Background: an optimization exercise with open tools, aiming at small area. Do not read the settings as production practice. RTL that was checked went through simulation tests only; none was proved equivalent to the original. No functional check of the RTL was part of runs 4, 7 and 8. Power figures rest on the tool's default switching activity, not on a simulated workload.

==> flow/design.v <==
module spi_master (
input clk,rst,wr,
input ready,op_done,miso,
input [7:0]din,
input [7:0]addr,
output reg mosi,cs,
output [7:0]dout,
output reg done,err
);
typedef enum bit[2:0] {idle=0,load=1,check_op=2,write=3,send_addr=4,check_ready=5,read=6,error=7}state_type;
state_type state;         
reg [16:0]din_reg;
reg [7:0]dout_reg;
integer count;
assign dout = dout_reg;
always @(posedge clk) begin
    if(rst) begin
        state<=idle;
        cs<=1'b1;
        mosi<=1'b0;
        dout_reg<=8'b0;
        done<=1'b0;
        err<=1'b0;
        count<=32'b0;
        din_reg<=17'b0; 
    end
    else begin
        case (state)
        idle: begin
            state<=load;
            cs<=1'b1;
            mosi<=1'b0;
            dout_reg<=8'b0;
            done<=1'b0;
            err<=1'b0;
            count<=32'b0;
            din_reg<=17'b0;  
         end
        load: begin
            din_reg<={din,addr,wr};
            state<=check_op;
        end
        check_op: begin
          if(wr==1'b1 && addr<32) begin
            cs<=1'b0;
            state<=write;
          end
          else if(wr==1'b0 && addr<32) begin
            cs<=1'b0;
            state<=send_addr;
          end
          else  begin
            state<=error;
          end
         end
        write: begin 
            if(count<=16) begin
                mosi<=din_reg[count];
                count<=count+1'b1;
                state<=write;
            end
            else begin
                cs<=1'b1;
                mosi<=1'b0;
                if(op_done) begin
                  done<=1'b1;
                  state<=idle;
                  count<=1'b0;
                end
                else begin
                    state<=write;
                end
            end
        end
        send_addr: begin
          if(count<=8) begin
                mosi<=din_reg[count];
                count<=count+1'b1;
                state<=send_addr;
            end
            else begin
                cs<=1'b1;
                mosi<=1'b0;
                count<=1'b0;
                state<=check_ready;
            end
        end
        check_ready: begin
          if (ready) begin
            state<=read;
          end
          else begin
            state<=check_ready;
          end
        end
        read: begin
          if(count<=7) begin
            dout_reg[count]<=miso;
            count<=count+1'b1;
            state<=read;
          end
          else begin
             count<=0;
             state<=idle;
             done<=1'b1;
          end
        end
          error: begin
            err<=1'b1;
            state<=idle;
            done<=1'b1;
          end
        endcase
    end
end
endmodule
module  spi_memory(
    input miso,cs,
    input clk,rst,
    output reg mosi,ready,op_done
);
  typedef enum bit[2:0]{idle=0,detect=1,receive_data=2,addr=3,send_data=4,start=5}state_type;
state_type state;
reg [7:0]mem[32];
integer count;
integer i;
reg [15:0] data_reg;
reg [7:0]addr_reg;
reg [7:0]data_out;
always @(posedge clk) begin
  if(rst) begin
        state<=idle;
        count<=0;
        mosi<=1'b0;
        ready<=1'b0;
        op_done<=1'b0;
        data_reg<=8'b0;
        addr_reg<=8'b0;
        data_out<=8'b0;
        for(i=0;i<32;i=i+1) begin
            mem[i]<=8'b0;
        end
    end
    else begin
        case(state)
          idle: begin
            count<=1'b0;
            mosi<=1'b1;
            ready<=1'b0;
            op_done<=1'b0;
            data_reg<=8'b0;
            addr_reg<=8'b0;
            data_out<=8'b0;
             if((cs==0)) 
             state<=detect;
            else 
              state<=idle;
          end
        detect: begin
            if(miso & (cs==0)) 
             state<=receive_data;
            else if ((!miso) & (cs==0))
              state<=addr; 
            else 
              state<=detect;
        end
        receive_data: begin
            if(count<=15) begin
                data_reg[count]<=miso;
                count<=count+1'b1;
                state<=receive_data;
            end
            else begin
                count<=1'b0;
                mem[{data_reg[7:0]}]<=data_reg[15:8];
                state<=idle;
                op_done<=1'b1;
            end
        end
       addr:begin
         if(count<=7)begin
            addr_reg[count]<=miso;
            count<=count+1'b1;
            state<=addr;
         end
         else begin
            count<=0;
            state<=send_data;
            ready<=1'b1;
            data_out<=mem[addr_reg];
         end
       end
       send_data: begin
        if(count<=7)begin
            mosi<=data_out[count];
            count<=count+1'b1;
            state<=send_data;
         end
         else begin
            count<=0;
            state<=idle;
            op_done<=1'b1;
         end
       end
       default: 
         state<=idle;
        endcase
    end
end
endmodule
module spi_top(
    input clk,rst,wr,
    input [7:0]din,addr,
    output done,err,
    output [7:0]dout
);
wire cs,mosi,miso,op_done,ready;
spi_master dut1(clk,rst,wr,ready,op_done,miso,din,addr,mosi,cs,dout,done,err);
spi_memory dut2(mosi,cs,clk,rst,miso,ready,op_done);
endmodule
==> flow/run.sh <==
#!/bin/bash
# synth_recipe.tcl (not shown) runs the flow's synth.tcl, then flattens the netlist and writes it again
# the make line also repeats each setting of config.mk as NAME=value (left out here)
make -C /OpenROAD-flow-scripts/flow DESIGN_CONFIG=/design/flow/config.mk WORK_HOME=/design/flow/orfs CLKGATE_MAP_FILE= SYNTH_SCRIPT=/design/flow/synth_recipe.tcl finish
==> flow/config.mk <==
export PLATFORM = sky130hd
export DESIGN_NAME = spi_top
export DESIGN_NICKNAME = spi_top
export VERILOG_FILES = /design/flow/design.v
export SDC_FILE = /design/flow/constraint.sdc
export NUM_CORES = 4
export LEC_CHECK = 0
export CAP_MARGIN = 20
export CORE_MARGIN = 2
export CORE_UTILIZATION = 40
export SLEW_MARGIN = 20
==> flow/constraint.sdc <==
create_clock -name core_clock -period 8.0 [get_ports {clk}]
set_input_delay 1.6000 -clock core_clock [delete_from_list [all_inputs] [get_ports {clk}]]
set_output_delay 1.6000 -clock core_clock [all_outputs]
set_load 0.01 [all_outputs]
==> results of run 1 <==
-- logic make-up after synthesis --
group | after synthesis | synth area share [%]
AND/OR/NAND/NOR | 855 | 23.2
XOR/XNOR | 57 | 2.47
adder cells (fa/ha/maj) | 4 | 0.248
multiplexers | 118 | 11.2
buffers and inverters | 174 | 3.35
flip-flops | 389 | 51.3
AO/OA/AOI/OAI | 241 | 8.20
-- where the power goes --
group	total (W)	internal (W)	leakage [nW]	switching, W
Clock	0.00206	0.00123	0.719	0.000832
Combinational	0.000395	0.000144	3.34	0.000251
Sequential	0.00225	0.00220	3.69	0.0000475
-- through the flow --
step	hold slack [ns]	setup WS [ns]	cells	power [W]
floorplan	0.436	4.56	1838	0.00256
global placement	0.448	3.81	2396	0.00267
detailed placement	0.454	3.88	2396	0.00268
CTS	0.471	3.91	2476	0.00474
global route	0.495	3.58	2476	0.00487
finish	0.467	3.89	2477	0.00470
-- layout make-up --
cell class                      count  share of cell area (%)
Antenna cell                        1                  0.0112
Timing Repair Buffer               37                    1.55
Sequential cell                   389                    46.6
Inverter                           23                   0.388
Clock inverter                     27                    1.59
Clock buffer                       53                    5.00
Multi-Input combinational cell   1275                    41.1
Tap cell                          672                    3.78
-- metal layers --
layer  up-vias  routed length [µm]  global-route usage, %  part of all wire (%)
met4         0                1020                   4.55                   2.0
met3        74                3110                   3.29                   6.0
li1       6634                   -                      -                     -
met2       482               24200                   31.7                    47
met1      6988               23700                   27.9                    46
met5         -                   0                      0                     0
-- placed cells by master (no fill, tap or decap), types with 10 or more instances in the layout --
master                            instances
sky130_fd_sc_hd__a21oi_1                 29
sky130_fd_sc_hd__a22oi_1                 19
sky130_fd_sc_hd__a31oi_1                 16
sky130_fd_sc_hd__and2_1                 260
sky130_fd_sc_hd__and3_1                  17
sky130_fd_sc_hd__buf_4                   10
sky130_fd_sc_hd__clkbuf_1                10
sky130_fd_sc_hd__clkbuf_16               43
sky130_fd_sc_hd__clkdlybuf4s50_1         27
sky130_fd_sc_hd__clkinv_2                11
sky130_fd_sc_hd__dfxtp_1                122
sky130_fd_sc_hd__dfxtp_2                 10
sky130_fd_sc_hd__edfxtp_1               256
sky130_fd_sc_hd__inv_1                   22
sky130_fd_sc_hd__mux2i_1                 30
sky130_fd_sc_hd__mux4_2                  86
sky130_fd_sc_hd__nand2_1                103
sky130_fd_sc_hd__nand2b_1                13
sky130_fd_sc_hd__nand3_1                 62
sky130_fd_sc_hd__nand4_1                 30
sky130_fd_sc_hd__nor2_1                 170
sky130_fd_sc_hd__nor2b_1                 10
sky130_fd_sc_hd__nor3_1                  40
sky130_fd_sc_hd__nor4_1                  29
sky130_fd_sc_hd__o211ai_1                10
sky130_fd_sc_hd__o21ai_0                 58
sky130_fd_sc_hd__o31ai_1                 27
sky130_fd_sc_hd__or2_2                   41
sky130_fd_sc_hd__or3_1                   20
sky130_fd_sc_hd__or4_1                   19
sky130_fd_sc_hd__xnor2_1                 39
sky130_fd_sc_hd__xor2_1                  18
-- path summary, 6_finish.rpt --
| check | startpoint | endpoint | slack, ns | depth (start not counted) |
|---|---|---|---|---|
| setup / recovery | dut1.count[0]$_SDFFE_PP0P_ | dut1.dout_reg[0]$_SDFFE_PP0P_ | 3.89 | 10 |
| hold / removal | dut1.dout_reg[7]$_SDFFE_PP0P_ | dut1.dout_reg[7]$_SDFFE_PP0P_ | 0.47 | 2 |
| setup reg to reg | dut1.count[0]$_SDFFE_PP0P_ | dut1.dout_reg[0]$_SDFFE_PP0P_ | 3.89 | 10 |
| hold reg to reg | dut1.dout_reg[7]$_SDFFE_PP0P_ | dut1.dout_reg[7]$_SDFFE_PP0P_ | 0.47 | 2 |
-- worst register-to-register path, cell delays in order, from the launching register on --
cell,delay [ns]
sky130_fd_sc_hd__dfxtp_1,0.57
sky130_fd_sc_hd__inv_1,0.25
sky130_fd_sc_hd__ha_1,0.36
sky130_fd_sc_hd__nor3b_2,0.62
sky130_fd_sc_hd__nand3_1,0.41
sky130_fd_sc_hd__nor4b_1,0.38
sky130_fd_sc_hd__o21bai_1,0.10
sky130_fd_sc_hd__a2111oi_0,0.49
sky130_fd_sc_hd__o2111ai_1,0.22
sky130_fd_sc_hd__a2111oi_2,0.41
sky130_fd_sc_hd__mux2i_1,0.21
-- synth_stat cells, types with 30 or more instances --
master                     instances
sky130_fd_sc_hd__and2_1          260
sky130_fd_sc_hd__clkbuf_1        127
sky130_fd_sc_hd__dfxtp_1         133
sky130_fd_sc_hd__edfxtp_1        256
sky130_fd_sc_hd__mux2i_1          30
sky130_fd_sc_hd__mux4_2           86
sky130_fd_sc_hd__nand2_1         103
sky130_fd_sc_hd__nand3_1          62
sky130_fd_sc_hd__nand4_1          30
sky130_fd_sc_hd__nor2_1          171
sky130_fd_sc_hd__nor3_1           40
sky130_fd_sc_hd__o21ai_0          58
sky130_fd_sc_hd__or2_2            41
sky130_fd_sc_hd__xnor2_1          39
==> reports/qor.yml, run 1 <==
layout-area-overhead-vs-synth_pct: 10.4
rsz0062_at_grt: "no"
vias: 14200
run_status: "complete, no violations"
route.antenna.remaining_nets: 0
first_pass_iteration_count_of_the_detailed_router: 7
synthCells: 1838
netlist_top_cells_area: "sky130_fd_sc_hd__edfxtp_1 38%, sky130_fd_sc_hd__dfxtp_1 13%, sky130_fd_sc_hd__mux4_2 9.6%"
post_synth_top_flop: "sky130_fd_sc_hd__edfxtp_1"
timing.max_slew.rel_slack_pct: 34.1
critical_path_peak_fanout: 18
registers.top_by_ff_count: "dut2.mem"
data_arrival_critical_path_ns: 4.60
achievable-frequency_ghz: 0.244
top_registers: "dut2.mem x256, dut1.count x32, dut2.count x32"
fill_cells: 4583
via_per_inst: 5.72
crit_slowest_cell: "sky130_fd_sc_hd__nor3b_2"
row_count: 82
worst_skew_pair.late_latency_ns: 0.58
holdBufCountCts: 0
total_congestion_overflow_after_global_routing: 0
number_of_antenna_violations_at_the_first_check_in_global_routing: 1
wl_per_cell_um: 21.0
clock_tree.buffer_depth: 3
drv.max_cap_violation_count: 0
gp_routability_congestion: 0.863
worst-slew-pin-transition_ns: 0.988
path_cells: "inv_1, ha_1, nor3b_2, nand3_1, nor4b_1, o21bai_1, a2111oi_0, o2111ai_1, a2111oi_2, mux2i_1"
seq_area_frac_synth_pct: 51.3
finalNetCount: 1792
final.setup_skew_ns: 0.0250
numCtsBuffers: 43
synth-async-reset-ratio_pct: 0
path_class: "reg2reg"
synth_edf_count: 256
tritoncts: "built"
critPathCaptureType: "register"
yosysTopAreaCellShare_pct: 38.1
cts_root_buf: "sky130_fd_sc_hd__clkbuf_16"
cts_setup_buffers: 0
syn_area_per_cell_um2: 11.0
setup.worst_path.start_class: "register"
max_slew_violation_count: 0
crit_buf_inv: 1
synthDominantAreaCellType: "sky130_fd_sc_hd__edfxtp_1"
report.final.hold_viol_count: 0
floorplan.die.height_um: 229
clock_tree.htree_level_count: 2
grt_pass1_wl_mm: 80.9
worst_endpoint_required_time_ns: 8.49
placement.cell_area_mm2: 0.0208
postLayoutCellArea_mm2: 0.0223
initial_core_util_pct: 40.4
cp_top_family: "simple AND/OR/NAND/NOR gates"
dpl.hpwl_mm: 33.8
drc_errors: 0
grt_start_max_net_pins: 66
post_cts.resized_instances: 0
clkSinkCount: 389
largest_register_ffs: 256
power.ir.vdd_worst_mv: 0.158
synthesis.nets: 1861
power.static_leakage_nw: 7.75
multi_input_comb_area_mm2: 0.00916
post-route-min-period_ns: 4.11
clkSlewWorstSetupHoldPaths_ns: 0.06
final_min_period_over_clock_period_pct: 51.3
seq_cell_area_mm2: 0.0104
syn-cell-area_mm2: 0.0202
wl_mm: 52.0
synth.ff_latch_count: 389
setup-tns-final_ns: 0
critPathMaxStageDelay_ns: 0.62
dieArea_mm2: 0.0523
floorplan.io_pins: 29
coreArea_mm2: 0.0500
final_layout_size_suffix_gt1_share_pct: 13.1
yosys_warnings: 2
synthDistinctLibCells: 75
die_w_um: 229
pwr_density_cell_mw_per_mm2: 211
groute.usage.overall_pct: 19.7
place.port_buffers: 28
post-route-util_pct: 44.6
setup_violations: 0
drtIter0Drc: 1378
grt_pass1_vias: 13500
hold_path.class: "reg2reg"
==> run 2, diff against run 1 <==
==> flow/design.v (replaced) <==
module spi_top(
    input clk,rst,wr,
    input [7:0]din,addr,
    output done,err,
    output [7:0]dout
);
reg [127:0] ring0;
reg [127:0] ring1;
reg [3:0] ptr;
reg clr;
reg [4:0] cnt;
reg [7:0] cap;
wire ok  = (addr[7:5] == 3'd0);
wire hit = (ptr == addr[3:0]);
wire we  = wr & ok & hit;
wire [7:0] d0 = (we & ~addr[4]) ? din : (clr ? 8'd0 : ring0[127:120]);
wire [7:0] d1 = (we &  addr[4]) ? din : (clr ? 8'd0 : ring1[127:120]);
assign done = ok ? (wr ? (cnt == 5'd23) : (cnt == 5'd24)) : (cnt == 5'd4);
assign err  = ~ok & (cnt == 5'd4);
assign dout = (wr | ~ok) ? 8'd0 : cap;
always @(posedge clk) begin
    ring0 <= {ring0[119:0], d0};
    ring1 <= {ring1[119:0], d1};
    if (hit)
        cap <= addr[4] ? d1 : d0;
    if (rst) begin
        ptr <= 4'd0;
        clr <= 1'b1;
        cnt <= 5'd0;
    end
    else begin
        ptr <= ptr + 4'd1;
        if (ptr == 4'd15)
            clr <= 1'b0;
        cnt <= done ? 5'd1 : cnt + 5'd1;
    end
end
endmodule
--- a/flow/config.mk
+++ b/flow/config.mk
@@ -10,2 +10,5 @@
 export CORE_UTILIZATION = 40
+export CTS_BUF_LIST = sky130_fd_sc_hd__clkbuf_8
+export CTS_CLUSTER_DIAMETER = 60
+export CTS_CLUSTER_SIZE = 20
 export SLEW_MARGIN = 20
==> reports/qor.yml, run 2 <==
run_status: "complete, no violations"
groute.usage.overall_pct: 9.75
coreArea_mm2: 0.0158
critPathMaxStageDelay_ns: 0.57
syn-cell-area_mm2: 0.00645
timing.max_slew.rel_slack_pct: 38.0
post_synth_top_flop: "sky130_fd_sc_hd__dfxtp_1"
rr_worst_depth: 4
whs_path_depth: 0
post-route-min-period_ns: 5.40
layout-area-overhead-vs-synth_pct: 13.1
multi_input_comb_area_um2: 848
worst_endpoint_required_time_ns: 6.40
place_inst: 627
achievable-frequency_ghz: 0.185
whs_endpoint: "ring0[86]$_DFF_P_"
synth_xor_xnor_area_share_pct: 1.09
muxShareOfSynthArea_pct: 5.43
setup-tns-final_ns: 0
synthCells: 387
grt_pass1_wl_mm: 13.0
finalNetCount: 453
wl_per_cell_um: 12.3
critPathCaptureType: "output pin"
synth_edf_count: 8
hold_path.class: "reg2reg"
die_w_um: 131
first_pass_iteration_count_of_the_detailed_router: 6
clock_tree.htree_level_count: 1
final.setup_skew_ns: 0.0190
wl_mm: 8.03
drc_errors: 0
yosysTopAreaCellShare_pct: 82.5
numCtsBuffers: 18
number_of_antenna_violations_at_the_first_check_in_global_routing: 0
clkSlewWorstSetupHoldPaths_ns: 0.10
clock_tree.buffer_depth: 3
post_layout_nonfiller_instances: 654
seq_area_frac_synth_pct: 86.3
path_cells: "clkdlybuf4s50_1, or3_1, nor2_1, and2_1, clkdlybuf4s50_1"
cts_root_buf: "sky130_fd_sc_hd__clkbuf_8"
cts_setup_buffers: 0
synth_common_cells: "266 x sky130_fd_sc_hd__dfxtp_1, 24 x sky130_fd_sc_hd__mux2_2, 17 x sky130_fd_sc_hd__nor2b_1, 12 x sky130_fd_sc_hd__nor2_1"
tritoncts: "built"
setup_violations: 0
critical_path.most_common_cell: "sky130_fd_sc_hd__clkdlybuf4s50_1"
dpl.hpwl_mm: 4.77
synth_compound_area_share_pct: 0.776
row_count: 46
post_cts.resized_instances: 0
seq_cell_area_mm2: 0.00557
netlist_top_cells_area: "sky130_fd_sc_hd__dfxtp_1 83%, sky130_fd_sc_hd__mux2_2 4.2%, sky130_fd_sc_hd__edfxtp_1 3.7%"
critical_path_peak_fanout: 8
gp_routability_congestion: 0.732
data_arrival_critical_path_ns: 3.80
layout_common_cells: "266 x sky130_fd_sc_hd__dfxtp_1, 28 x sky130_fd_sc_hd__clkdlybuf4s50_1, 24 x sky130_fd_sc_hd__mux2_2, 19 x sky130_fd_sc_hd__clkbuf_8, 17 x sky130_fd_sc_hd__nor2b_1"
timing.rr.end: "ring0[6]$_DFF_P_"
syn_area_per_cell_um2: 16.7
layout.cells.most_common: "sky130_fd_sc_hd__dfxtp_1"
crit_buf_inv: 2
yosys_warnings: 1
floorplan.io_pins: 29
floorplan.die.height_um: 131
worst_skew_pair.late_latency_ns: 0.50
via_per_inst: 4.01
post-route-util_pct: 46.1
crit_slowest_cell: "sky130_fd_sc_hd__nor2_1"
grt_pass1_vias: 2600
post_synth_and_or_nand_nor_area_fraction_pct: 5.27
rsz0062_at_grt: "no"
drv.max_cap_violation_count: 0
synthDistinctLibCells: 32
report.final.hold_viol_count: 0
combinational_family_with_the_most_area_after_synthesis: "multiplexers"
power.ir.vdd_worst_mv: 0.112
holdBufCountCts: 0
route.antenna.remaining_nets: 0
final_min_period_over_clock_period_pct: 67.5
synth-async-reset-ratio_pct: 0
total_congestion_overflow_after_global_routing: 0
final_layout_size_suffix_gt1_share_pct: 11.6
initial_core_util_pct: 40.8
min_from: "ring0[78]$_DFF_P_"
postLayoutCellArea_mm2: 0.00730
placement.cell_area_mm2: 0.00699
path_class: "in2out"
synthDominantAreaCellType: "sky130_fd_sc_hd__dfxtp_1"
synthesis.nets: 409
worst-slew-pin-transition_ns: 0.923
synth.ff_latch_count: 274
pwr_density_cell_mw_per_mm2: 278
place.port_buffers: 28
synth_fa_ha_area_share_pct: 0.582
antenna_cells_inserted: 0
vias: 2624
setup.worst_path.start_class: "input pin"
dieArea_mm2: 0.0172
worstReg2RegStart: "ptr[0]$_SDFF_PP0_"
grt_start_max_net_pins: 26
max_slew_violation_count: 0
reg2reg_slack_ns: 5.42
top_registers: "ring0 x128, ring1 x128, cap x8"
cp_top_family: "simple AND/OR/NAND/NOR gates"
fill_cells: 1385
clkSinkCount: 274
power.static_leakage_nw: 2.85
post-synth-top-count-cell: "sky130_fd_sc_hd__dfxtp_1"
drtIter0Drc: 95
-- run 2: cell families after synthesis --
logic type	count (synthesis)
multiplexers	32
XOR/XNOR	8
buffers and inverters	9
flip-flops	274
AO/OA/AOI/OAI	6
AND/OR/NAND/NOR	55
adder cells (fa/ha/maj)	3
-- run 2: area by class of cell --
type,instances,area share [%]
flip-flops and latches,274,76.3
multi-input cells,104,11.6
repair buffers,29,3.94
well taps,216,3.70
clock buffers,19,3.58
clock inverters,8,0.686
inverters,4,0.206
-- run 2: per-stage QoR --
stage                     hold WS [ns]  setup slack, ns  total power (W)
after floorplan                  0.310             3.95          0.00143
after global placement           0.310             2.54          0.00144
after detailed placement         0.312             2.53          0.00144
after CTS                        0.317             2.53          0.00205
after global routing             0.314             2.42          0.00211
final                            0.316             2.60          0.00203
-- run 2: worst max-delay path by stage --
stage,startpoint,to,slack [ns],depth (start not counted)
2_1_floorplan,addr[6],done,3.95,2
3_3_place_gp,addr[6],dout[1],2.54,5
3_5_place_dp,addr[6],dout[1],2.53,5
4_1_cts,addr[6],dout[1],2.53,5
5_1_grt,addr[6],dout[7],2.42,5
6_report,addr[6],dout[1],2.60,5
-- run 2: power by group --
| part | internal, W | switching (W) | leakage, nW |
|---|---|---|---|
| Clock | 0.000228 | 0.000388 | 0.182 |
| Combinational | 0.0000179 | 0.0000142 | 0.463 |
| Sequential | 0.00138 | 0.00000418 | 2.20 |
-- run 2: routing by layer --
metal	routed length, µm	global-route usage [%]	vias to the layer above
li1	-	-	1330
met1	3900	13.4	1242
met2	3560	14.8	33
met3	337	2.89	19
met4	227	3.32	0
met5	0	0	-
==> run 3, diff against run 2 <==
--- a/flow/config.mk
+++ b/flow/config.mk
@@ -9,5 +9,5 @@
 export CORE_MARGIN = 2
-export CORE_UTILIZATION = 40
+export CORE_UTILIZATION = 70
 export CTS_BUF_LIST = sky130_fd_sc_hd__clkbuf_8
-export CTS_CLUSTER_DIAMETER = 60
+export CTS_CLUSTER_DIAMETER = 50
 export CTS_CLUSTER_SIZE = 20
==> reports/qor.yml, run 3 <==
wl_per_cell_um: 14.9
report.final.hold_viol_count: 0
run_status: "complete, no violations"
route.antenna.remaining_nets: 0
cts_root_buf: "sky130_fd_sc_hd__clkbuf_8"
number_of_antenna_violations_at_the_first_check_in_global_routing: 0
post_cts.resized_instances: 0
floorplan.io_pins: 29
worst-slew-pin-transition_ns: 0.836
worst_endpoint_required_time_ns: 6.40
power.total_w: 0.00198
timing.rr.end: "ring0[1]$_DFF_P_"
layout-area-overhead-vs-synth_pct: 10.2
cp_top_family: "simple AND/OR/NAND/NOR gates"
seq_area_frac_synth_pct: 86.3
setup.worst_path.start_class: "input pin"
min_from: "ring0[47]$_DFF_P_"
critical_path.most_common_cell: "sky130_fd_sc_hd__clkdlybuf4s50_1"
pwr-share-clk_pct: 28.6
via_per_inst: 4.73
antenna_cells_inserted: 0
first_pass_iteration_count_of_the_detailed_router: 4
floorplan.die.height_um: 100
setup-tns-final_ns: 0
post-route-min-period_ns: 5.30
yosys_warnings: 1
gp_routability_congestion: 0.708
cts_setup_buffers: 0
syn-cell-area_mm2: 0.00645
wl_mm: 8.09
placement.cell_area_mm2: 0.00685
worstReg2RegStart: "ptr[0]$_SDFF_PP0_"
path_cells: "clkdlybuf4s50_1, or3_1, nor2_1, and2_1, clkdlybuf4s50_1"
synth_common_cells: "266 x sky130_fd_sc_hd__dfxtp_1, 24 x sky130_fd_sc_hd__mux2_2, 17 x sky130_fd_sc_hd__nor2b_1, 12 x sky130_fd_sc_hd__nor2_1"
place.port_buffers: 28
grt_pass1_wl_mm: 13.2
synth_edf_count: 8
clkSinkCount: 274
switching_power_w: 0.000386
data_arrival_critical_path_ns: 3.70
drc_errors: 0
final_layout_size_suffix_gt1_share_pct: 11.1
finalNetCount: 451
reg2reg_slack_ns: 5.60
synth-async-reset-ratio_pct: 0
netlist_top_cells_area: "sky130_fd_sc_hd__dfxtp_1 83%, sky130_fd_sc_hd__mux2_2 4.2%, sky130_fd_sc_hd__edfxtp_1 3.7%"
crit_buf_inv: 2
setup_violations: 0
rsz0062_at_grt: "no"
clock_tree.buffer_depth: 3
path_class: "in2out"
vias: 2575
power.combinational.fraction_pct: 1.6
initial_core_util_pct: 70.8
drtIter0Drc: 59
launching_element_of_the_worst_setup_path: "addr[6]"
layout.cells.most_common: "sky130_fd_sc_hd__dfxtp_1"
hold_path.class: "reg2reg"
die_w_um: 100
cp-endpoint: "dout[5]"
pwr_density_cell_mw_per_mm2: 278
groute.usage.overall_pct: 17.0
numCtsBuffers: 17
synthDistinctLibCells: 32
top_registers: "ring0 x128, ring1 x128, cap x8"
clock_tree.htree_level_count: 1
worst_skew_pair.late_latency_ns: 0.50
critical_path_peak_fanout: 8
tritoncts: "built"
dieArea_mm2: 0.0100
post_synth_top_flop: "sky130_fd_sc_hd__dfxtp_1"
postLayoutCellArea_mm2: 0.00711
syn_area_per_cell_um2: 16.7
grt_start_max_net_pins: 26
final_min_period_over_clock_period_pct: 66.2
synthCells: 387
coreArea_mm2: 0.00911
dpl.hpwl_mm: 5.13
total_congestion_overflow_after_global_routing: 0
final.setup_skew_ns: 0.0224
clkSlewWorstSetupHoldPaths_ns: 0.12
max_slew_violation_count: 0
sequentialPowerShare_pct: 69.8
post-synth-top-count-cell: "sky130_fd_sc_hd__dfxtp_1"
switching_share_pct: 19.5
holdBufCountCts: 0
row_count: 35
rr_worst_depth: 4
power.static_leakage_nw: 2.81
intPower_w: 0.00159
power.ir.vdd_worst_mv: 0.232
synthDominantAreaCellType: "sky130_fd_sc_hd__dfxtp_1"
crit_slowest_cell: "sky130_fd_sc_hd__clkdlybuf4s50_1"
critPathMaxStageDelay_ns: 0.55
yosysTopAreaCellShare_pct: 82.5
achievable-frequency_ghz: 0.189
synthesis.nets: 409
drv.max_cap_violation_count: 0
grt_pass1_vias: 2617
critPathCaptureType: "output pin"
cp.depth: 5
layout_common_cells: "266 x sky130_fd_sc_hd__dfxtp_1, 28 x sky130_fd_sc_hd__clkdlybuf4s50_1, 24 x sky130_fd_sc_hd__mux2_2, 17 x sky130_fd_sc_hd__nor2b_1, 17 x sky130_fd_sc_hd__clkbuf_8"
timing.max_slew.rel_slack_pct: 44.2
synth.ff_latch_count: 274
-- run 3: cell count changes in the layout (fill, tap and decap cells not counted), sizes merged --
cell,before,now
inv,12,8
clkinvlp,0,1
buf,1,0
clkbuf,19,17
clkinv,0,1
-- run 3: layout make-up --
| class | instances | area (µm²) |
|---|---|---|
| tap | 111 | 139 |
| clock buffer | 17 | 234 |
| clock inverter | 6 | 31.3 |
| fill | 520 | 2000 |
| inverter | 4 | 15.0 |
| timing repair buffer | 28 | 280 |
| sequential | 274 | 5570 |
| multi-input combinational | 104 | 848 |
-- run 3: cell families (layout without fill, tap and decap cells) --
logic type	after synthesis	count (layout)	synth area share [%]
simple gates	55	55	5.27
flops	274	274	86.3
compound gates	6	6	0.776
xor+xnor	8	8	1.09
buf+inv	9	55	0.601
mux	32	32	5.43
fa+ha+maj	3	3	0.582
-- run 3: worst min-delay path by stage --
stage	endpoint	slack [ns]	cells past startpoint
6_report	ring0[55]$_DFF_P_	0.32	0
5_1_grt	ring0[19]$_DFF_P_	0.33	0
4_1_cts	ring0[19]$_DFF_P_	0.32	0
3_5_place_dp	ring0[8]$_DFF_P_	0.31	0
3_3_place_gp	ring0[121]$_DFF_P_	0.31	0
2_1_floorplan	ring0[100]$_DFF_P_	0.31	0
-- run 3: power groups by stage --
stage | Clock (W) | Combinational, W | Sequential (W)
6_report | 0.000566 | 0.0000318 | 0.00138
3_5_place_dp | 0 | 0.0000320 | 0.00141
5_1_grt | 0.000629 | 0.0000349 | 0.00138
2_1_floorplan | 0 | 0.0000153 | 0.00141
4_1_cts | 0.000581 | 0.0000322 | 0.00138
3_3_place_gp | 0 | 0.0000306 | 0.00141
-- run 3: through the flow --
| step | instances | hold WS [ns] | setup slack [ns] | utilization (%) |
|---|---|---|---|---|
| CTS | 544 | 0.325 | 2.66 | 78.1 |
| detailed placement | 521 | 0.312 | 2.67 | 75.2 |
| global route | 544 | 0.331 | 2.53 | 78.1 |
| finish | 544 | 0.324 | 2.70 | 78.1 |
| floorplan | 387 | 0.310 | 3.95 | - |
| global placement | 521 | 0.310 | 2.70 | 75.2 |
-- run 3: metal layers --
| metal | track usage [%] | part of all wire (%) |
|---|---|---|
| met1 | 24.5 | 50 |
| met2 | 26.1 | 44 |
| met3 | 3.62 | 3.2 |
| met4 | 5.37 | 2.5 |
| met5 | 0 | 0 |
==> run 4, diff against run 3 <==
--- a/flow/design.v
+++ b/flow/design.v
@@ -19,3 +19,3 @@
 assign err  = ~ok & (cnt == 5'd4);
-assign dout = (wr | ~ok) ? 8'd0 : cap;
+assign dout = cap;
 always @(posedge clk) begin
@@ -23,4 +23,4 @@
     ring1 <= {ring1[119:0], d1};
-    if (hit)
-        cap <= addr[4] ? d1 : d0;
+    if (hit | ~ok)
+        cap <= (wr | ~ok | clr) ? 8'd0 : (addr[4] ? ring1[127:120] : ring0[127:120]);
     if (rst) begin
==> reports/qor.yml, run 4 <==
synth_edf_count: 8
row_count: 34
final.setup_skew_ns: 0.0246
cts_root_buf: "sky130_fd_sc_hd__clkbuf_8"
post_cts.resized_instances: 0
power.static_leakage_nw: 2.76
floorplan.io_pins: 29
setup-tns-final_ns: 0
grt_pass1_wl_mm: 13.1
critPathCaptureType: "output pin"
top_registers: "ring0 x128, ring1 x128, cap x8"
worst_endpoint_required_time_ns: 6.40
synth_common_cells: "266 x sky130_fd_sc_hd__dfxtp_1, 17 x sky130_fd_sc_hd__nor2b_1, 16 x sky130_fd_sc_hd__mux2_2, 12 x sky130_fd_sc_hd__nor2_1"
wl_per_cell_um: 15.9
synthDominantAreaCellType: "sky130_fd_sc_hd__dfxtp_1"
yosys_warnings: 1
antenna_cells_inserted: 0
number_of_antenna_violations_at_the_first_check_in_global_routing: 0
numCtsBuffers: 18
setup_violations: 0
power.combinational.fraction_pct: 1.5
vias: 2499
holdBufCountCts: 0
sequentialPowerShare_pct: 67.1
critical_path_peak_fanout: 5
grt_start_max_net_pins: 22
syn-cell-area_mm2: 0.00630
drtIter0Drc: 78
min_from: "ring1[58]$_DFF_P_"
post-synth-top-count-cell: "sky130_fd_sc_hd__dfxtp_1"
coreArea_mm2: 0.00872
path_class: "in2out"
layout.cells.most_common: "sky130_fd_sc_hd__dfxtp_1"
pwr-share-clk_pct: 31.4
groute.usage.overall_pct: 17.6
drv.max_cap_violation_count: 0
timing.max_slew.rel_slack_pct: 42.4
post_synth_top_flop: "sky130_fd_sc_hd__dfxtp_1"
dieArea_mm2: 0.00977
synthDistinctLibCells: 30
wl_mm: 8.43
launching_element_of_the_worst_setup_path: "wr"
setup.worst_path.start_class: "input pin"
place.port_buffers: 28
tritoncts: "built"
power.total_w: 0.00206
finalNetCount: 438
syn_area_per_cell_um2: 16.9
gp_routability_congestion: 0.803
clock_tree.buffer_depth: 3
max_slew_violation_count: 0
synthesis.nets: 395
worst-slew-pin-transition_ns: 0.860
worst_slack_ns: 2.49
data_arrival_critical_path_ns: 3.91
pwr_density_cell_mw_per_mm2: 293
reg2reg_slack_ns: 5.99
netlist_top_cells_area: "sky130_fd_sc_hd__dfxtp_1 85%, sky130_fd_sc_hd__edfxtp_1 3.8%, sky130_fd_sc_hd__mux2_2 2.9%"
worstReg2RegStart: "ptr[2]$_SDFF_PP0_"
clock_tree.htree_level_count: 1
synth.ff_latch_count: 274
achievable-frequency_ghz: 0.182
rr_worst_depth: 4
dpl_worst_slack_ns: 2.55
clkSinkCount: 274
run_status: "complete, no violations"
report.final.hold_viol_count: 0
die_w_um: 98.8
intPower_w: 0.00165
switching_power_w: 0.000404
synthCells: 373
post-route-min-period_ns: 5.51
via_per_inst: 4.72
final_layout_size_suffix_gt1_share_pct: 9.98
route.antenna.remaining_nets: 0
power.ir.vdd_worst_mv: 0.220
dpl.hpwl_mm: 4.80
layout-area-overhead-vs-synth_pct: 11.4
timing.rr.end: "ring0[6]$_DFF_P_"
rsz0062_at_grt: "no"
final_min_period_over_clock_period_pct: 68.9
total_congestion_overflow_after_global_routing: 0
layout_common_cells: "266 x sky130_fd_sc_hd__dfxtp_1, 28 x sky130_fd_sc_hd__clkdlybuf4s50_1, 19 x sky130_fd_sc_hd__clkbuf_8, 17 x sky130_fd_sc_hd__nor2b_1, 16 x sky130_fd_sc_hd__mux2_2"
grt_pass1_vias: 2577
initial_core_util_pct: 72.2
hold_path.class: "reg2reg"
clkSlewWorstSetupHoldPaths_ns: 0.11
first_pass_iteration_count_of_the_detailed_router: 4
fin_hold_ws_ns: 0.309
seq_area_frac_synth_pct: 88.4
floorplan.die.height_um: 98.8
yosysTopAreaCellShare_pct: 84.6
worst_skew_pair.late_latency_ns: 0.51
switching_share_pct: 19.7
drc_errors: 0
cp-endpoint: "done"
synth-async-reset-ratio_pct: 0
cts_setup_buffers: 0
## run 4: layout make-up
class,count,area (µm²)
inverter,4,15.0
fill,437,1710
timing repair buffer,28,280
multi-input combinational,90,688
clock buffer,19,262
sequential,274,5570
clock inverter,6,68.8
tap,108,135
## run 4: routing by layer
layer	wire length, µm	global-route usage, %	up-vias
li1	-	-	1268
met1	4190	25.4	1170
met2	3670	26.4	46
met3	410	4.47	15
met4	161	6.11	0
met5	0	0	-
## run 4: power by group through the flow
stage	logic, W	registers, W	clock network, W
4_1_cts	0.0000301	0.00138	0.000662
3_3_place_gp	0.0000289	0.00141	0
2_1_floorplan	0.0000123	0.00141	0
6_report	0.0000298	0.00138	0.000646
3_5_place_dp	0.0000299	0.00141	0
5_1_grt	0.0000323	0.00138	0.000705
## run 4: cells by family (layout without fill, tap and decap cells)
group	Yosys count	count (layout)	share of synthesized area (%)
buffers and inverters	9	57	0.676
multiplexers	24	24	4.13
XOR/XNOR	8	8	1.11
flip-flops	274	274	88.4
AO/OA/AOI/OAI	6	6	0.755
adder cells (fa/ha/maj)	3	3	0.596
AND/OR/NAND/NOR	49	49	4.33
## run 4: worst min path at each step
stage                               to  depth (start not counted)
finish               ring1[66]$_DFF_P_                          0
global route         ring1[34]$_DFF_P_                          0
CTS                  ring1[66]$_DFF_P_                          0
detailed placement  ring0[101]$_DFF_P_                          0
global placement     ring1[85]$_DFF_P_                          0
floorplan           ring0[100]$_DFF_P_                          0
## run 4: per-stage QoR
| stage | utilization, % | instances | instance area [µm²] |
|---|---|---|---|
| 6_report | 80.4 | 529 | 7010 |
| 2_1_floorplan | - | 373 | 6300 |
| 3_5_place_dp | 76.6 | 504 | 6680 |
| 5_1_grt | 80.4 | 529 | 7010 |
| 4_1_cts | 80.4 | 529 | 7010 |
| 3_3_place_gp | 76.6 | 504 | 6680 |
## run 4: worst max-delay path, stage by stage
cell and delay [ns]:
sky130_fd_sc_hd__clkdlybuf4s50_1 0.50, sky130_fd_sc_hd__nor4_1 0.34, sky130_fd_sc_hd__o2bb2a_1 0.29, sky130_fd_sc_hd__o31ai_1 0.53, sky130_fd_sc_hd__clkdlybuf4s50_1 0.66
==> run 5, diff against run 4 <==
--- a/flow/design.v
+++ b/flow/design.v
@@ -19,3 +19,3 @@
 assign err  = ~ok & (cnt == 5'd4);
-assign dout = cap;
+assign dout = (wr | ~ok) ? 8'd0 : cap;
 always @(posedge clk) begin
@@ -23,4 +23,4 @@
     ring1 <= {ring1[119:0], d1};
-    if (hit | ~ok)
-        cap <= (wr | ~ok | clr) ? 8'd0 : (addr[4] ? ring1[127:120] : ring0[127:120]);
+    if (hit)
+        cap <= addr[4] ? d1 : d0;
     if (rst) begin
--- a/flow/config.mk
+++ b/flow/config.mk
@@ -9,6 +9,6 @@
 export CORE_MARGIN = 2
-export CORE_UTILIZATION = 70
-export CTS_BUF_LIST = sky130_fd_sc_hd__clkbuf_8
-export CTS_CLUSTER_DIAMETER = 50
-export CTS_CLUSTER_SIZE = 20
+export CORE_UTILIZATION = 40
+export CTS_BUF_LIST = sky130_fd_sc_hd__clkbuf_16
+export CTS_CLUSTER_DIAMETER = 100
+export CTS_CLUSTER_SIZE = 30
 export SLEW_MARGIN = 20
==> reports/qor.yml, run 5 <==
fill_cells: 1378
holdBufCountCts: 0
crit_slowest_cell: "sky130_fd_sc_hd__nor2_1"
run_status: "complete, no violations"
setup_violations: 0
coreArea_mm2: 0.0158
clkSinkCount: 274
dpl.hpwl_mm: 4.77
top_registers: "ring0 x128, ring1 x128, cap x8"
synth-async-reset-ratio_pct: 0
final_layout_size_suffix_gt1_share_pct: 10.3
post_cts.resized_instances: 0
row_count: 46
syn_area_per_cell_um2: 16.7
worst_endpoint_required_time_ns: 6.40
report.final.hold_viol_count: 0
netlist_top_cells_area: "sky130_fd_sc_hd__dfxtp_1 83%, sky130_fd_sc_hd__mux2_2 4.2%, sky130_fd_sc_hd__edfxtp_1 3.7%"
final.setup_skew_ns: 0.0259
post-synth-top-count-cell: "sky130_fd_sc_hd__dfxtp_1"
synthCells: 387
sequentialPowerShare_pct: 65.4
route.antenna.remaining_nets: 0
synth_edf_count: 8
gp_routability_congestion: 0.732
post_synth_top_flop: "sky130_fd_sc_hd__dfxtp_1"
dieArea_mm2: 0.0172
cp_top_family: "simple AND/OR/NAND/NOR gates"
timing.max_slew.rel_slack_pct: 38.3
die_w_um: 131
clkSlewWorstSetupHoldPaths_ns: 0.10
first_pass_iteration_count_of_the_detailed_router: 4
yosysTopAreaCellShare_pct: 82.5
synth_common_cells: "266 x sky130_fd_sc_hd__dfxtp_1, 24 x sky130_fd_sc_hd__mux2_2, 17 x sky130_fd_sc_hd__nor2b_1, 12 x sky130_fd_sc_hd__nor2_1"
grt_pass1_vias: 2534
synthDominantAreaCellType: "sky130_fd_sc_hd__dfxtp_1"
synthesis.nets: 409
total_congestion_overflow_after_global_routing: 0
setup.worst_path.start_class: "input pin"
groute.usage.overall_pct: 9.69
initial_core_util_pct: 40.8
clock_tree.buffer_depth: 3
critical_path.most_common_cell: "sky130_fd_sc_hd__clkdlybuf4s50_1"
worst-slew-pin-transition_ns: 0.919
floorplan.io_pins: 29
grt_start_max_net_pins: 32
intPower_w: 0.00170
max_slew_violation_count: 0
switching_share_pct: 19.5
grt_pass1_wl_mm: 12.9
layout_common_cells: "266 x sky130_fd_sc_hd__dfxtp_1, 28 x sky130_fd_sc_hd__clkdlybuf4s50_1, 24 x sky130_fd_sc_hd__mux2_2, 17 x sky130_fd_sc_hd__nor2b_1, 13 x sky130_fd_sc_hd__clkbuf_16"
power.combinational.fraction_pct: 1.5
clock_tree.htree_level_count: 1
path_class: "in2out"
post-route-min-period_ns: 5.41
layout-area-overhead-vs-synth_pct: 14.0
vias: 2584
drv.max_cap_violation_count: 0
power.ir.vdd_worst_mv: 0.135
rsz0062_at_grt: "no"
critPathMaxStageDelay_ns: 0.58
number_of_antenna_violations_at_the_first_check_in_global_routing: 0
antenna_cells_inserted: 0
cts_root_buf: "sky130_fd_sc_hd__clkbuf_16"
syn-cell-area_mm2: 0.00645
cts_setup_buffers: 0
power.static_leakage_nw: 2.86
hold_path.class: "reg2reg"
critPathCaptureType: "output pin"
wl_per_cell_um: 12.5
tritoncts: "built"
finalNetCount: 448
path_cells: "clkdlybuf4s50_1, or3_1, nor2_1, and2_1, clkdlybuf4s50_1"
place.port_buffers: 28
critical_path_peak_fanout: 8
data_arrival_critical_path_ns: 3.81
pwr_density_cell_mw_per_mm2: 287
pwr-share-clk_pct: 33.0
via_per_inst: 4.01
worst_skew_pair.late_latency_ns: 0.46
final_min_period_over_clock_period_pct: 67.6
fin_hold_ws_ns: 0.304
drc_errors: 0
setup-tns-final_ns: 0
yosys_warnings: 1
layout.cells.most_common: "sky130_fd_sc_hd__dfxtp_1"
seq_area_frac_synth_pct: 86.3
synthDistinctLibCells: 32
switching_power_w: 0.000411
wl_mm: 8.07
achievable-frequency_ghz: 0.185
drtIter0Drc: 123
numCtsBuffers: 13
synth.ff_latch_count: 274
floorplan.die.height_um: 131
crit_buf_inv: 2
==> run 5: cell types whose count changed after synthesis, sizes merged, moves of 2 or more <==
cell,change
and2,+8
and4b,+2
mux2,+8
nand2,-2
or3,-2
xnor2,-4
xor2,+4
==> run 5: worst paths after layout <==
check	slack [ns]	from	cells past startpoint	to
max	2.59	addr[6]	5	dout[1]
min	0.30	ring1[18]$_DFF_P_	0	ring1[26]$_DFF_P_
max reg2reg	5.40	ptr[0]$_SDFF_PP0_	4	ring0[1]$_DFF_P_
min reg2reg	0.30	ring1[18]$_DFF_P_	0	ring1[26]$_DFF_P_
==> run 5: kinds of logic (layout without fill, tap and decap cells) <==
group                    Yosys count  after routing  share of synthesized area (%)
AO/OA/AOI/OAI                      6              6                          0.776
XOR/XNOR                           8              8                           1.09
adder cells (fa/ha/maj)            3              3                          0.582
buffers and inverters              9             51                          0.601
flip-flops                       274            274                           86.3
multiplexers                      32             32                           5.43
AND/OR/NAND/NOR                   55             55                           5.27
==> run 5: power groups by stage <==
stage / Clock (W) / Sequential, W / Combinational [W]
after floorplan: 0 / 0.00141 / 0.0000153
after global placement: 0 / 0.00141 / 0.0000317
after detailed placement: 0 / 0.00141 / 0.0000327
after CTS: 0.000715 / 0.00138 / 0.0000329
after global routing: 0.000765 / 0.00138 / 0.0000352
final: 0.000697 / 0.00138 / 0.0000321
==> run 5: metal layers <==
layer | global-route usage [%] | routed length [µm] | vias up
li1 | - | - | 1317
met1 | 13.7 | 4070 | 1229
met2 | 14.8 | 3520 | 23
met3 | 2.12 | 245 | 15
met4 | 3.32 | 231 | 0
met5 | 0 | 0 | -
==> run 5: final cells by class <==
class,instances,area (µm²),share of cell area (%)
repair buffers,29,288,3.91
clock buffers,13,325,4.42
well taps,216,270,3.67
flip-flops and latches,274,5570,75.6
inverters,4,15.0,0.204
clock inverters,5,45.0,0.612
multi-input cells,104,848,11.5
==> run 5: metrics by stage <==
stage | power [W] | setup slack [ns] | utilization [%] | instances | area, µm²
global placement | 0.00144 | 2.54 | 44.1 | 627 | 6990
CTS | 0.00213 | 2.53 | 46.5 | 645 | 7360
detailed placement | 0.00144 | 2.53 | 44.1 | 627 | 6990
finish | 0.00211 | 2.59 | 46.5 | 645 | 7360
floorplan | 0.00143 | 3.95 | - | 387 | 6450
global route | 0.00218 | 2.42 | 46.5 | 645 | 7360
==> run 5: worst register-to-register path, cell delays in order (launching register included) <==
cell and delay [ns]:
sky130_fd_sc_hd__dfxtp_1 0.35, sky130_fd_sc_hd__xor2_1 0.19, sky130_fd_sc_hd__nor4_4 0.81, sky130_fd_sc_hd__and4b_1 0.69
sky130_fd_sc_hd__mux2_2 0.44
==> run 6, diff against run 5 <==
--- a/flow/config.mk
+++ b/flow/config.mk
@@ -10,5 +10,2 @@
 export CORE_UTILIZATION = 40
-export CTS_BUF_LIST = sky130_fd_sc_hd__clkbuf_16
-export CTS_CLUSTER_DIAMETER = 100
-export CTS_CLUSTER_SIZE = 30
 export SLEW_MARGIN = 20
==> reports/qor.yml, run 6 <==
numCtsBuffers: 25
top_registers: "ring0 x128, ring1 x128, cap x8"
timing.rr.end: "ring0[1]$_DFF_P_"
post-synth-top-count-cell: "sky130_fd_sc_hd__dfxtp_1"
layout-area-overhead-vs-synth_pct: 22.2
syn_area_per_cell_um2: 16.7
floorplan.die.height_um: 131
clock_tree.htree_level_count: 1
wl_mm: 8.31
achievable-frequency_ghz: 0.185
synth-async-reset-ratio_pct: 0
first_pass_iteration_count_of_the_detailed_router: 4
setup-tns-final_ns: 0
synth.ff_latch_count: 274
crit_buf_inv: 2
route.antenna.remaining_nets: 0
crit_slowest_cell: "sky130_fd_sc_hd__nor2_1"
dieArea_mm2: 0.0172
tritoncts: "built"
layout.cells.most_common: "sky130_fd_sc_hd__dfxtp_1"
critPathMaxStageDelay_ns: 0.57
final.setup_skew_ns: 0.0180
synthCells: 387
synthDistinctLibCells: 32
finalNetCount: 460
cp_top_family: "simple AND/OR/NAND/NOR gates"
pwr_density_cell_mw_per_mm2: 334
antenna_cells_inserted: 0
worst-slew-pin-transition_ns: 0.970
yosysTopAreaCellShare_pct: 82.5
cp.depth: 5
cp-endpoint: "dout[0]"
groute.usage.overall_pct: 10.3
layout_common_cells: "266 x sky130_fd_sc_hd__dfxtp_1, 28 x sky130_fd_sc_hd__clkdlybuf4s50_1, 27 x sky130_fd_sc_hd__clkbuf_16, 24 x sky130_fd_sc_hd__mux2_2, 17 x sky130_fd_sc_hd__nor2b_1"
total_congestion_overflow_after_global_routing: 0
coreArea_mm2: 0.0158
via_per_inst: 4.03
timing.max_slew.rel_slack_pct: 34.9
netlist_top_cells_area: "sky130_fd_sc_hd__dfxtp_1 83%, sky130_fd_sc_hd__mux2_2 4.2%, sky130_fd_sc_hd__edfxtp_1 3.7%"
critPathCaptureType: "output pin"
row_count: 46
post-route-min-period_ns: 5.40
clkSlewWorstSetupHoldPaths_ns: 0.06
grt_pass1_wl_mm: 13.6
gp_routability_congestion: 0.732
vias: 2714
critical_path.most_common_cell: "sky130_fd_sc_hd__clkdlybuf4s50_1"
rsz0062_at_grt: "no"
holdBufCountCts: 0
seq_area_frac_synth_pct: 86.3
dpl.hpwl_mm: 4.77
rr_worst_depth: 4
number_of_antenna_violations_at_the_first_check_in_global_routing: 0
synthesis.nets: 409
data_arrival_critical_path_ns: 3.80
cts_setup_buffers: 0
grt_pass1_vias: 2718
worst_endpoint_required_time_ns: 6.40
fill_cells: 1342
run_status: "complete, no violations"
drtIter0Drc: 86
seq_cell_area_mm2: 0.00557
floorplan.io_pins: 29
drc_errors: 0
cts_root_buf: "sky130_fd_sc_hd__clkbuf_16"
fin_hold_ws_ns: 0.309
launching_element_of_the_worst_setup_path: "addr[6]"
report.final.hold_viol_count: 0
path_class: "in2out"
reg2reg_slack_ns: 5.36
wl_per_cell_um: 12.4
die_w_um: 131
worstReg2RegStart: "ptr[0]$_SDFF_PP0_"
post_synth_top_flop: "sky130_fd_sc_hd__dfxtp_1"
syn-cell-area_mm2: 0.00645
synthDominantAreaCellType: "sky130_fd_sc_hd__dfxtp_1"
initial_core_util_pct: 40.8
post_cts.resized_instances: 0
place.port_buffers: 28
worst_skew_pair.late_latency_ns: 0.51
final_layout_size_suffix_gt1_share_pct: 16.2
power.ir.vdd_worst_mv: 0.157
clkSinkCount: 274
path_cells: "clkdlybuf4s50_1, or3_1, nor2_1, and2_1, clkdlybuf4s50_1"
synth_edf_count: 8
setup.worst_path.start_class: "input pin"
drv.max_cap_violation_count: 0
critical_path_peak_fanout: 8
multi_input_comb_area_um2: 848
clock_tree.buffer_depth: 3
setup_violations: 0
hold_path.class: "reg2reg"
final_min_period_over_clock_period_pct: 67.5
max_slew_violation_count: 0
post-route-util_pct: 49.8
synth_common_cells: "266 x sky130_fd_sc_hd__dfxtp_1, 24 x sky130_fd_sc_hd__mux2_2, 17 x sky130_fd_sc_hd__nor2b_1, 12 x sky130_fd_sc_hd__nor2_1"
grt_start_max_net_pins: 26
yosys_warnings: 1
power.static_leakage_nw: 3.11
-- run 6: changes by cell type in the layout (fill, tap and decap cells not counted), sizes merged --
cell | before | now
clkinvlp | 0 | 2
inv | 8 | 5
clkinv | 1 | 4
bufinv | 0 | 2
clkbuf | 13 | 37
-- run 6: routing by layer --
metal  track usage, %  share of wire [%]  up-vias
met5                0                  0        -
met4             4.69                2.3        0
met3             3.34                4.8       22
met2             15.6                 46       39
met1             13.4                 47     1286
li1                 -                  -     1367
-- run 6: where the power goes --
group	leakage, nW	total, W	switching (W)	internal (W)
Combinational	0.463	0.0000323	0.0000144	0.0000179
Clock	0.441	0.00122	0.000467	0.000752
Sequential	2.20	0.00138	0.00000419	0.00138
Total	3.11	0.00263	0.000486	0.00215
-- run 6: layout make-up --
| cell class | instances | area share (%) |
|---|---|---|
| inverter | 4 | 0.190 |
| sequential | 274 | 70.6 |
| tap | 216 | 3.43 |
| multi-input combinational | 104 | 10.8 |
| clock inverter | 9 | 1.32 |
| timing repair buffer | 29 | 3.65 |
| clock buffer | 37 | 10.1 |
-- run 6: logic make-up (layout without fill, tap and decap cells) --
family / after synthesis / after routing / synth area share (%)
fa+ha+maj: 3 / 3 / 0.582
xor+xnor: 8 / 8 / 1.09
compound gates: 6 / 6 / 0.776
flops: 274 / 274 / 86.3
mux: 32 / 32 / 5.43
simple gates: 55 / 55 / 5.27
buf+inv: 9 / 79 / 0.601
-- run 6: how the worst min path moves through the flow --
stage          cells past startpoint            endpoint          startpoint  slack [ns]
6_report                           0   ring0[76]$_DFF_P_   ring0[68]$_DFF_P_        0.31
3_5_place_dp                       0   ring0[14]$_DFF_P_    ring0[6]$_DFF_P_        0.31
4_1_cts                            0   ring0[76]$_DFF_P_   ring0[68]$_DFF_P_        0.31
2_1_floorplan                      0  ring0[100]$_DFF_P_   ring0[92]$_DFF_P_        0.31
5_1_grt                            0  ring1[118]$_DFF_P_  ring1[110]$_DFF_P_        0.32
3_3_place_gp                       0  ring0[122]$_DFF_P_  ring0[114]$_DFF_P_        0.31
-- run 6: through the flow --
stage | cell area (µm²) | worst slack, ns | power [W] | cells
after detailed placement | 6990 | 2.53 | 0.00144 | 627
after global placement | 6990 | 2.54 | 0.00144 | 627
after global routing | 7880 | 2.41 | 0.00272 | 673
after floorplan | 6450 | 3.95 | 0.00143 | 387
after CTS | 7880 | 2.52 | 0.00267 | 673
final | 7880 | 2.60 | 0.00263 | 673
==> run 7, diff against run 6 <==
--- a/flow/design.v
+++ b/flow/design.v
@@ -19,3 +19,3 @@
 assign err  = ~ok & (cnt == 5'd4);
-assign dout = (wr | ~ok) ? 8'd0 : cap;
+assign dout = cap;
 always @(posedge clk) begin
@@ -23,4 +23,4 @@
     ring1 <= {ring1[119:0], d1};
-    if (hit)
-        cap <= addr[4] ? d1 : d0;
+    if (hit | ~ok)
+        cap <= (wr | ~ok | clr) ? 8'd0 : (addr[4] ? ring1[127:120] : ring0[127:120]);
     if (rst) begin
==> flow/flow/run.sh (new file) <==
#!/bin/bash
set -euo pipefail
bash standard.sh \
  BUFFER_PORTS_ARGS="-buffer_cell sky130_fd_sc_hd__buf_1" \
  CTS_ARGS="-sink_clustering_enable -repair_clock_nets -sink_clustering_size 12 -sink_clustering_max_diameter 30 -buf_list sky130_fd_sc_hd__clkbuf_4 -dont_use_dummy_load " \
  finish > standard.log 2>&1
==> flow/standard.sh (new file) <==
#!/bin/bash
# synth_recipe.tcl (not shown) runs the flow's synth.tcl, then flattens the netlist and writes it again
# the make line also repeats each setting of config.mk as NAME=value (left out here)
make -C /OpenROAD-flow-scripts/flow DESIGN_CONFIG=/design/flow/config.mk WORK_HOME=/design/flow/orfs CLKGATE_MAP_FILE= SYNTH_SCRIPT=/design/flow/synth_recipe.tcl "${@:-finish}"
--- a/flow/config.mk
+++ b/flow/config.mk
@@ -9,3 +9,3 @@
 export CORE_MARGIN = 2
-export CORE_UTILIZATION = 40
+export CORE_UTILIZATION = 70
 export SLEW_MARGIN = 20
removed: flow/run.sh
==> reports/qor.yml, run 7 <==
cts_setup_buffers: 0
sequentialPowerShare_pct: 70.2
finalNetCount: 455
setup-tns-final_ns: 0
clock_tree.htree_level_count: 2
fill_cells: 491
drtIter0Drc: 35
seq_area_frac_synth_pct: 88.4
path_class: "in2out"
layout_common_cells: "266 x sky130_fd_sc_hd__dfxtp_1, 35 x sky130_fd_sc_hd__clkbuf_4, 28 x sky130_fd_sc_hd__buf_1, 17 x sky130_fd_sc_hd__nor2b_1, 16 x sky130_fd_sc_hd__mux2_2"
total_congestion_overflow_after_global_routing: 0
power.combinational.fraction_pct: 1.1
report.final.hold_viol_count: 0
wl_per_cell_um: 14.4
grt_pass1_vias: 2733
launching_element_of_the_worst_setup_path: "wr"
synth_xor_xnor_area_share_pct: 1.11
number_of_antenna_violations_at_the_first_check_in_global_routing: 0
final_layout_size_suffix_gt1_share_pct: 12.8
synth.ff_latch_count: 274
worstReg2RegStart: "ptr[2]$_SDFF_PP0_"
final.setup_skew_ns: 0.0373
layout.cells.most_common: "sky130_fd_sc_hd__dfxtp_1"
worst_endpoint_required_time_ns: 6.40
switching_share_pct: 19.2
routed_wl_met3_um: 342
groute.usage.overall_pct: 17.0
netlist_top_cells_area: "sky130_fd_sc_hd__dfxtp_1 85%, sky130_fd_sc_hd__edfxtp_1 3.8%, sky130_fd_sc_hd__mux2_2 2.9%"
synth_fa_ha_area_share_pct: 0.596
postLayoutCellArea_mm2: 0.00677
numCtsBuffers: 35
worst-slew-pin-transition_ns: 0.902
clkSinkCount: 274
hold_path.class: "reg2reg"
antenna_cells_inserted: 0
initial_core_util_pct: 72.2
intPower_w: 0.00159
synth_edf_count: 8
synth_common_cells: "266 x sky130_fd_sc_hd__dfxtp_1, 17 x sky130_fd_sc_hd__nor2b_1, 16 x sky130_fd_sc_hd__mux2_2, 12 x sky130_fd_sc_hd__nor2_1"
route.antenna.remaining_nets: 0
rr_worst_depth: 4
setup_violations: 0
syn-cell-area_mm2: 0.00630
synthDistinctLibCells: 30
syn_area_per_cell_um2: 16.9
rsz0062_at_grt: "no"
drv.max_cap_violation_count: 0
clkSlewWorstSetupHoldPaths_ns: 0.10
synthCells: 373
clock_tree.buffer_depth: 3
timing.rr.end: "ring0[7]$_DFF_P_"
synth-async-reset-ratio_pct: 0
yosysTopAreaCellShare_pct: 84.6
grt_start_max_net_pins: 19
floorplan.die.height_um: 98.8
post_synth_top_flop: "sky130_fd_sc_hd__dfxtp_1"
drc_errors: 0
met1_length_mm: 3.83
achievable-frequency_ghz: 0.212
critical_path_peak_fanout: 5
timing.max_slew.rel_slack_pct: 39.5
synth_compound_area_share_pct: 0.755
place.port_buffers: 28
first_pass_iteration_count_of_the_detailed_router: 4
switching_power_w: 0.000378
met2WireLength_mm: 3.47
post-route-util_pct: 77.6
multi_input_comb_area_um2: 688
die_w_um: 98.8
data_arrival_critical_path_ns: 3.13
muxShareOfSynthArea_pct: 4.13
placement.cell_area_mm2: 0.00651
cp-endpoint: "done"
via_per_inst: 4.74
dieArea_mm2: 0.00977
power.static_leakage_nw: 2.67
post-synth-top-count-cell: "sky130_fd_sc_hd__dfxtp_1"
top_registers: "ring0 x128, ring1 x128, cap x8"
synthesis.nets: 395
combinational_family_with_the_most_area_after_synthesis: "simple AND/OR/NAND/NOR gates"
seq_cell_area_mm2: 0.00557
pwr-share-clk_pct: 28.7
dpl.hpwl_mm: 4.65
gp_routability_congestion: 0.790
critPathCaptureType: "output pin"
setup.worst_path.start_class: "input pin"
synthDominantAreaCellType: "sky130_fd_sc_hd__dfxtp_1"
worst_skew_pair.late_latency_ns: 0.54
power.ir.vdd_worst_mv: 0.230
holdBufCountCts: 0
row_count: 34
floorplan.io_pins: 29
wl_mm: 7.75
run_status: "complete, no violations"
post_cts.resized_instances: 0
pwr_density_cell_mw_per_mm2: 290
max_slew_violation_count: 0
grt_pass1_wl_mm: 12.8
coreArea_mm2: 0.00872
reg2reg_slack_ns: 6.00
cts_root_buf: "sky130_fd_sc_hd__clkbuf_4"
topRoutingLayerUsed: "met4"
post-route-min-period_ns: 4.73
final_min_period_over_clock_period_pct: 59.1
layout-area-overhead-vs-synth_pct: 7.55
vias: 2555
tritoncts: "built"
post_synth_and_or_nand_nor_area_fraction_pct: 4.33
yosys_warnings: 1
[run 7: final cells by class]
class / instances / share of cell area [%]
sequential: 274 / 82.2
inverter: 4 / 0.222
timing repair buffer: 28 / 1.55
clock buffer: 35 / 3.88
tap: 108 / 2.00
multi-input combinational: 90 / 10.2
[run 7: how the worst min path moves through the flow]
stage | start | endpoint | cells past startpoint
finish | ring0[51]$_DFF_P_ | ring0[59]$_DFF_P_ | 0
global route | ring0[51]$_DFF_P_ | ring0[59]$_DFF_P_ | 0
global placement | ring1[109]$_DFF_P_ | ring1[117]$_DFF_P_ | 0
floorplan | ring0[92]$_DFF_P_ | ring0[100]$_DFF_P_ | 0
CTS | ring0[51]$_DFF_P_ | ring0[59]$_DFF_P_ | 0
detailed placement | ring0[51]$_DFF_P_ | ring0[59]$_DFF_P_ | 0
[run 7: kinds of logic after synthesis]
logic type | Yosys count
multiplexers | 24
XOR/XNOR | 8
AO/OA/AOI/OAI | 6
flip-flops | 274
AND/OR/NAND/NOR | 49
buffers and inverters | 9
adder cells (fa/ha/maj) | 3
[run 7: metrics by stage]
| step | std cells | hold slack (ns) | setup slack, ns | total power (W) |
|---|---|---|---|---|
| 2_1_floorplan | 373 | 0.310 | 3.78 | 0.00142 |
| 3_3_place_gp | 504 | 0.310 | 3.51 | 0.00143 |
| 3_5_place_dp | 504 | 0.312 | 3.31 | 0.00143 |
| 4_1_cts | 539 | 0.294 | 3.30 | 0.00199 |
| 5_1_grt | 539 | 0.287 | 3.15 | 0.00204 |
| 6_report | 539 | 0.291 | 3.27 | 0.00197 |
[run 7: critical path: stages]
cell	delay (ns)
sky130_fd_sc_hd__buf_1	0.13
sky130_fd_sc_hd__nor4_1	0.33
sky130_fd_sc_hd__o2bb2a_1	0.28
sky130_fd_sc_hd__o31ai_1	0.57
sky130_fd_sc_hd__buf_1	0.22
[run 7: power by group through the flow]
stage               registers (W)  logic [W]  clock network, W
floorplan                 0.00141  0.0000123                 0
global placement          0.00141  0.0000207                 0
detailed placement        0.00141  0.0000218                 0
CTS                       0.00138  0.0000220          0.000590
global route              0.00138  0.0000238          0.000640
finish                    0.00138  0.0000216          0.000565
[run 7: metal layers]
metal,track usage [%],vias up
li1,-,1300
met1,23.5,1190
met2,25.3,55
met3,4.89,10
met4,7.80,0
met5,0,-
==> run 8, diff against run 7 <==
==> flow/flow/run.sh (replaced) <==
#!/bin/bash
set -euo pipefail
bash standard.sh \
  BUFFER_PORTS_ARGS="-buffer_cell sky130_fd_sc_hd__buf_1" \
  CTS_ARGS="-sink_clustering_enable -repair_clock_nets -sink_clustering_size 36 -sink_clustering_max_diameter 60 -buf_list sky130_fd_sc_hd__clkbuf_16 -dont_use_dummy_load " \
  finish > standard.log 2>&1
==> reports/qor.yml, run 8 <==
run_status: "complete, no violations"
synthDistinctLibCells: 30
vias: 2500
post_cts.resized_instances: 0
drc_errors: 0
synth.ff_latch_count: 274
numCtsBuffers: 12
syn_area_per_cell_um2: 16.9
worst_skew_pair.late_latency_ns: 0.47
cts_root_buf: "sky130_fd_sc_hd__clkbuf_16"
grt_pass1_vias: 2675
coreArea_mm2: 0.00872
worstReg2RegStart: "ptr[2]$_SDFF_PP0_"
crit_buf_inv: 2
post_synth_top_flop: "sky130_fd_sc_hd__dfxtp_1"
critPathMaxStageDelay_ns: 0.57
clock_tree.buffer_depth: 3
timing.max_slew.rel_slack_pct: 34.4
route.antenna.remaining_nets: 0
cp-endpoint: "done"
final_min_period_over_clock_period_pct: 59.0
timing.rr.end: "ring0[4]$_DFF_P_"
post_layout_nonfiller_instances: 516
synthesis.nets: 395
synth_common_cells: "266 x sky130_fd_sc_hd__dfxtp_1, 17 x sky130_fd_sc_hd__nor2b_1, 16 x sky130_fd_sc_hd__mux2_2, 12 x sky130_fd_sc_hd__nor2_1"
whs_path_depth: 0
final_layout_size_suffix_gt1_share_pct: 7.84
place_inst: 504
grt_pass1_wl_mm: 14.0
layout-area-overhead-vs-synth_pct: 8.15
synth-async-reset-ratio_pct: 0
initial_core_util_pct: 72.2
seq_area_frac_synth_pct: 88.4
finalNetCount: 432
via_per_inst: 4.84
reg2reg_slack_ns: 5.92
cp.depth: 5
synth_edf_count: 8
syn-cell-area_mm2: 0.00630
cp_top_family: "compound AO/OA/AOI/OAI gates"
worst_slack_ns: 3.28
critPathCaptureType: "output pin"
final.setup_skew_ns: 0.0504
antenna_cells_inserted: 0
path_class: "in2out"
data_arrival_critical_path_ns: 3.12
pwr_density_cell_mw_per_mm2: 299
clkSinkCount: 274
top_registers: "ring0 x128, ring1 x128, cap x8"
fin_hold_ws_ns: 0.267
layout.cells.most_common: "sky130_fd_sc_hd__dfxtp_1"
clock_tree.htree_level_count: 1
total_congestion_overflow_after_global_routing: 0
achievable-frequency_ghz: 0.212
launching_element_of_the_worst_setup_path: "wr"
clkSlewWorstSetupHoldPaths_ns: 0.11
power.static_leakage_nw: 2.66
yosysTopAreaCellShare_pct: 84.6
rr_worst_depth: 4
worst_endpoint_required_time_ns: 6.40
die_w_um: 98.8
report.final.hold_viol_count: 0
floorplan.die.height_um: 98.8
worst-slew-pin-transition_ns: 0.978
hold_path.class: "reg2reg"
path_cells: "buf_1, nor4_1, o2bb2a_1, o31ai_1, buf_1"
post-route-util_pct: 78.1
min_from: "ring0[32]$_DFF_P_"
cts_setup_buffers: 0
post-route-min-period_ns: 4.72
drtIter0Drc: 112
setup.worst_path.start_class: "input pin"
synthCells: 373
floorplan.io_pins: 29
dpl.hpwl_mm: 4.65
max_slew_violation_count: 0
place.port_buffers: 28
layout_common_cells: "266 x sky130_fd_sc_hd__dfxtp_1, 28 x sky130_fd_sc_hd__buf_1, 17 x sky130_fd_sc_hd__nor2b_1, 16 x sky130_fd_sc_hd__mux2_2"
wl_per_cell_um: 16.9
number_of_antenna_violations_at_the_first_check_in_global_routing: 0
critical_path.most_common_cell: "sky130_fd_sc_hd__buf_1"
rsz0062_at_grt: "no"
drv.max_cap_violation_count: 0
post-synth-top-count-cell: "sky130_fd_sc_hd__dfxtp_1"
gp_routability_congestion: 0.790
grt_start_max_net_pins: 37
tritoncts: "built"
first_pass_iteration_count_of_the_detailed_router: 4
groute.usage.overall_pct: 18.8
power.ir.vdd_worst_mv: 0.201
wl_mm: 8.74
row_count: 34
setup_violations: 0
critical_path_peak_fanout: 5
netlist_top_cells_area: "sky130_fd_sc_hd__dfxtp_1 85%, sky130_fd_sc_hd__edfxtp_1 3.8%, sky130_fd_sc_hd__mux2_2 2.9%"
holdBufCountCts: 0
setup-tns-final_ns: 0
dpl_worst_slack_ns: 3.31
synthDominantAreaCellType: "sky130_fd_sc_hd__dfxtp_1"
yosys_warnings: 1
dieArea_mm2: 0.00977
crit_slowest_cell: "sky130_fd_sc_hd__o31ai_1"
## run 8: changes by cell type in the layout (fill, tap and decap cells not counted), sizes merged
cell / before / now
clkbuf: 35 / 12
## run 8: worst min-delay path by stage
stage / slack, ns / to
finish: 0.27 / ring0[40]$_DFF_P_
CTS: 0.27 / ring0[40]$_DFF_P_
floorplan: 0.31 / ring0[100]$_DFF_P_
global placement: 0.31 / ring1[117]$_DFF_P_
global route: 0.26 / ring0[40]$_DFF_P_
detailed placement: 0.31 / ring0[59]$_DFF_P_
## run 8: report_power, final
part           switching (W)  internal (W)
combinational      0.0000120    0.00000969
clock               0.000361      0.000272
sequential        0.00000425       0.00138
total               0.000377       0.00166
## run 8: worst register-to-register path, cell delays in order, from the launching register on
cell and delay [ns]:
sky130_fd_sc_hd__dfxtp_1 0.42, sky130_fd_sc_hd__xnor2_1 0.14, sky130_fd_sc_hd__nand4_1 0.17, sky130_fd_sc_hd__nor3_2 0.81, sky130_fd_sc_hd__mux2_2 0.44
## run 8: area by class of cell
class                           instances  area, µm²
Clock buffer                           12        300
Tap cell                              108        135
Sequential cell                       274       5570
Fill cell                             463       1910
Multi-Input combinational cell         90        688
Timing Repair Buffer                   28        105
Inverter                                4       15.0
## run 8: per-layer routing
metal | global-route usage (%) | wire length [µm] | vias to the layer above
li1 | - | - | 1251
met1 | 26.9 | 4240 | 1188
met2 | 29.8 | 4030 | 46
met3 | 3.19 | 318 | 15
met4 | 6.01 | 155 | 0
met5 | 0 | 0 | -
## run 8: kinds of logic after synthesis
family	count (synthesis)	synth area share, %
fa+ha+maj	3	0.596
mux	24	4.13
buf+inv	9	0.676
flops	274	88.4
simple gates	49	4.33
compound gates	6	0.755
xor+xnor	8	1.11
## run 8: stage by stage
step / total power, W / cell area [µm²]
2_1_floorplan: 0.00142 / 6300
3_3_place_gp: 0.00143 / 6510
3_5_place_dp: 0.00143 / 6510
4_1_cts: 0.00205 / 6810
5_1_grt: 0.00210 / 6810
6_report: 0.00203 / 6810

Check on run 8: ideal ports give 3.283 ns setup slack; a clkbuf_16 on the clock port and buf_2 on the inputs give 3.261 ns; moving port delays by the midpoint clock arrival (0.486 ns) as well gives 3.261 ns.
